Background: an optimization exercise with open tools, aiming at small area. Do not read the settings as production practice.
In this exercise RTL edits were held to simulation tests only and were not proved equivalent to the original.
The clock input has no modelled driver; a real chip could not lean on it and would need a root buffer or a full tree.
Power figures rest on the tool's default switching activity, not on a simulated workload.

Design Passthrough, start of the top module:
module Passthrough(
	input wire CLK,
	input wire rst,  
	output wire TX,
	output wire C4,
	output wire C5,
	input wire C6,
	output wire C8,
	output wire LED1,
	output wire C15
);
For scale: about 9 I/O pins, ~2200 um2 of cells after synthesis.
==> module Passthrough, before the edit <==
module Passthrough(
	input wire CLK,
	input wire rst,  
	output wire TX,
	output wire C4,
	output wire C5,
	input wire C6,
	output wire C8,
	output wire LED1,
	output wire C15
);
localparam [1:0] P_WAIT = 2'd0, P_WAITF = 2'd1, P_SEND = 2'd2, P_RESP = 2'd3;
reg [1:0] ph;
reg [16:0] cnt;
reg [6:0] cc;      
reg [6:0] mc;      
reg u;             
reg [12:0] mrn;    
reg c4_q, c15_q;
wire [8:0] tmr = cnt[8:0];
wire [3:0] bi = cnt[12:9];
wire [3:0] by = cnt[16:13];
wire [16:0] inc = cnt + 17'd1;
wire tovf = &tmr;
wire is_send = (ph == P_SEND);
wire is_gap = (bi == 4'd9);
wire [6:0] oldmax = u ? 7'd126 : mc;
wire cc_last = (cc == 7'd126);
wire gt = cnt[12:0] > ~mrn;
reg [6:0] pre;
always @(*) begin
	case (by[2:0])
		3'd0: pre = 7'h48;  
		3'd1: pre = 7'h34;  
		3'd2: pre = 7'h72;  
		3'd3: pre = 7'h64;  
		3'd4: pre = 7'h63;  
		3'd5: pre = 7'h30;  
		3'd6: pre = 7'h72;  
		default: pre = 7'h33;  
	endcase
end
wire [7:0] bs_data = {1'b0, by[3] ? cc : pre};
wire [7:0] usb_data = {1'b0, mc};
wire bs_frame = (bi == 4'd15) ? 1'b0 : (bi[3] ? 1'b1 : bs_data[bi[2:0]]);
wire usb_low = (cc == 7'd32) & (((bi == 4'd15) & (by == 4'd15)) |
                                (~bi[3] & (by == 4'd0) & ~usb_data[bi[2:0]]));
assign TX = ~(is_send & usb_low);
assign C4 = c4_q;
assign C15 = c15_q;
assign C5 = (ph == P_RESP);
assign C8 = (ph != P_WAITF);
assign LED1 = u | mc[6] | mc[5];
always @(posedge CLK) begin
	if (rst) begin
		ph <= P_WAIT;
		cnt <= 17'd21071;
		cc <= 7'd32;
		mc <= 7'd0;
		u <= 1'b0;
		mrn <= 13'h1fff;
		c4_q <= 1'b1;
		c15_q <= 1'b1;
	end else begin
		c4_q <= ~is_send | bs_frame;
		c15_q <= ~is_send | is_gap;
		cnt <= inc;
		case (ph)
			P_WAIT: begin
				if (&cnt) begin
					ph <= P_SEND;
					cnt <= {4'd15, 4'd9, 9'd510};
					cc <= cc_last ? 7'd32 : cc + 7'd1;
					if (cc_last)
						mrn <= 13'h1fff;
				end
			end
			P_WAITF: begin
				ph <= P_WAIT;
			end
			P_SEND: begin
				if (is_gap & (by == 4'd15) & ~tmr[1] & tmr[0]) begin
					ph <= P_RESP;
					cnt <= 17'd0;
				end else if (tovf) begin
					cnt[8:0] <= (bi == 4'd8) ? 9'd508 : 9'd233;
					if (is_gap)
						cnt[12:9] <= 4'd15;
				end
			end
			P_RESP: begin
				if (~C6) begin
					ph <= P_WAITF;
					cnt <= {4'd0, oldmax, 6'd0};
					if (gt)
						mrn <= ~cnt[12:0];
					mc <= (gt & ~cc_last) ? cc : oldmax;
					u <= gt & cc_last;
				end
			end
		endcase
	end
end
endmodule
Settings: LEC_CHECK=0, CAP_MARGIN=0, CORE_MARGIN=2, CORE_UTILIZATION=70, GPL_TIMING_DRIVEN=0, PLACE_DENSITY=0.8, SLEW_MARGIN=0; clock period 10.0 ns.
standard.sh (not shown) runs the stock make flow with config.mk's settings and CLKGATE_MAP_FILE= SYNTH_SCRIPT=/design/flow/synth_recipe.tcl, a recipe that flattens the netlist after the stock synthesis.
==> flow/flow/run.sh <==
#!/bin/bash
# Own flow: the standard layout, except that synthesis maps the logic with
# an area-oriented ABC script (flow/abc_area.script). Everything else in
# synthesis (flip-flop mapping, flattening, renaming) is the standard script's.
set -euo pipefail
here=$(pwd)
script=$here/flow/abc_area.script
# ORFS's synth.tcl with only the ABC call changed
sed "s#log_cmd abc {\*}\$abc_args#log_cmd abc -script $script {*}[lrange \$abc_args 2 end]#" \
  "$FLOW_HOME/scripts/synth.tcl" > "$here/synth_area.tcl"
grep -q "abc -script $script" "$here/synth_area.tcl"
# The standard flow's synthesis script, sourcing the changed synth.tcl
sed "s#\$::env(SCRIPTS_DIR)/synth.tcl#$here/synth_area.tcl#" synth_recipe.tcl > "$here/synth_recipe_area.tcl"
grep -q "synth_area.tcl" "$here/synth_recipe_area.tcl"
bash standard.sh SYNTH_SCRIPT="$here/synth_recipe_area.tcl" ADDER_MAP_FILE= BUFFER_PORTS_ARGS="-inputs -outputs -buffer_cell sky130_fd_sc_hd__buf_1" PRE_CTS_TCL="$here/flow/cts_single.tcl" CLKROOT_CELL=sky130_fd_sc_hd__inv_2 CLKBUF_CELL=sky130_fd_sc_hd__inv_6 CLKBUF_N=3 finish > "$here/flow.log" 2>&1
Other scripts of this flow, unchanged in this note and not shown: flow/flow/abc_area.script, flow/flow/cts_single.tcl
==> next run, changes <==
--- a/flow/design.v
+++ b/flow/design.v
@@ -16,9 +16,8 @@
 reg [6:0] cc;      
 reg [6:0] mc;      
 reg u;             
 reg [12:0] mrn;    
-reg c4_q, c15_q;
 wire [8:0] tmr = cnt[8:0];
 wire [3:0] bi = cnt[12:9];
 wire [3:0] by = cnt[16:13];
 wire [16:0] inc = cnt + 17'd1;
@@ -43,13 +42,15 @@
 end
 wire [7:0] bs_data = {1'b0, by[3] ? cc : pre};
 wire [7:0] usb_data = {1'b0, mc};
 wire bs_frame = (bi == 4'd15) ? 1'b0 : (bi[3] ? 1'b1 : bs_data[bi[2:0]]);
-wire usb_low = (cc == 7'd32) & (((bi == 4'd15) & (by == 4'd15)) |
-                                (~bi[3] & (by == 4'd0) & ~usb_data[bi[2:0]]));
+wire [3:0] nbi = (is_gap & tovf) ? 4'd15 : inc[12:9];
+wire [3:0] nby = inc[16:13];
+wire usb_low = (cc == 7'd32) & (((nbi == 4'd15) & (nby == 4'd15)) |
+                                (~nbi[3] & (nby == 4'd0) & ~usb_data[nbi[2:0]]));
 assign TX = ~(is_send & usb_low);
-assign C4 = c4_q;
-assign C15 = c15_q;
+assign C4 = ~is_send | bs_frame;
+assign C15 = ~is_send | is_gap;
 assign C5 = (ph == P_RESP);
 assign C8 = (ph != P_WAITF);
 assign LED1 = u | mc[6] | mc[5];
 always @(posedge CLK) begin
@@ -59,19 +60,15 @@
 		cc <= 7'd32;
 		mc <= 7'd0;
 		u <= 1'b0;
 		mrn <= 13'h1fff;
-		c4_q <= 1'b1;
-		c15_q <= 1'b1;
 	end else begin
-		c4_q <= ~is_send | bs_frame;
-		c15_q <= ~is_send | is_gap;
 		cnt <= inc;
 		case (ph)
 			P_WAIT: begin
 				if (&cnt) begin
 					ph <= P_SEND;
-					cnt <= {4'd15, 4'd9, 9'd510};
+					cnt <= {4'd15, 4'd9, 9'd509};
 					cc <= cc_last ? 7'd32 : cc + 7'd1;
 					if (cc_last)
 						mrn <= 13'h1fff;
 				end
@@ -79,9 +76,9 @@
 			P_WAITF: begin
 				ph <= P_WAIT;
 			end
 			P_SEND: begin
-				if (is_gap & (by == 4'd15) & ~tmr[1] & tmr[0]) begin
+				if (is_gap & (by == 4'd15) & ~tmr[1] & ~tmr[0]) begin
 					ph <= P_RESP;
 					cnt <= 17'd0;
 				end else if (tovf) begin
 					cnt[8:0] <= (bi == 4'd8) ? 9'd508 : 9'd233;
Clock power came out lower by about 2%.
Power came out lower by 2.4%.
Worst hold slack got worse by 0.022 ns.
Cell area came out lower by 0.33%.
Synthesized cell count came out lower by 0.72%.
Critical path depth came out higher by 6.
Wire length came out lower by 4.9%.
Via count came out higher by 0.90%.
Cell count came out lower by 0.62%.
Worst setup slack got worse by 0.92 ns.
In every run of this note, the design's own scripts or RTL, not TritonCTS, make the clock network.

afterwards: timing with drivers on the ports:
No port has a modelled driver above. Below, the same layouts with a new extraction and two added sets of constraints. Step 1 (the two cells are an assumption about what drives the block):
set clk [get_ports {CLK}]
set_driving_cell -lib_cell sky130_fd_sc_hd__clkbuf_16 $clk
set_driving_cell -lib_cell sky130_fd_sc_hd__buf_2 [delete_from_list [all_inputs] $clk]
Step 2 moves the port delays by t, midway between the first and last clock arrival at a register: inputs arrive t later, outputs are due t later. That takes back most of the time a late clock gives input paths. Three values: no drivers, after step 1, after step 2; two values: the first two.
run	shift t [ns]	setup slack, ns	hold slack, ns
the first run	0.251	5.836 / 5.808 / 5.624	0.505 / 0.505 / 0.505
the second run	0.252	4.917 / 4.889 / 5.140	0.483 / 0.483 / 0.483
After both steps setup and hold are still met in every run listed. For the first run, which loses most, drivers alone change the setup slack by -0.028 ns; drivers and shift together by -0.212 ns.
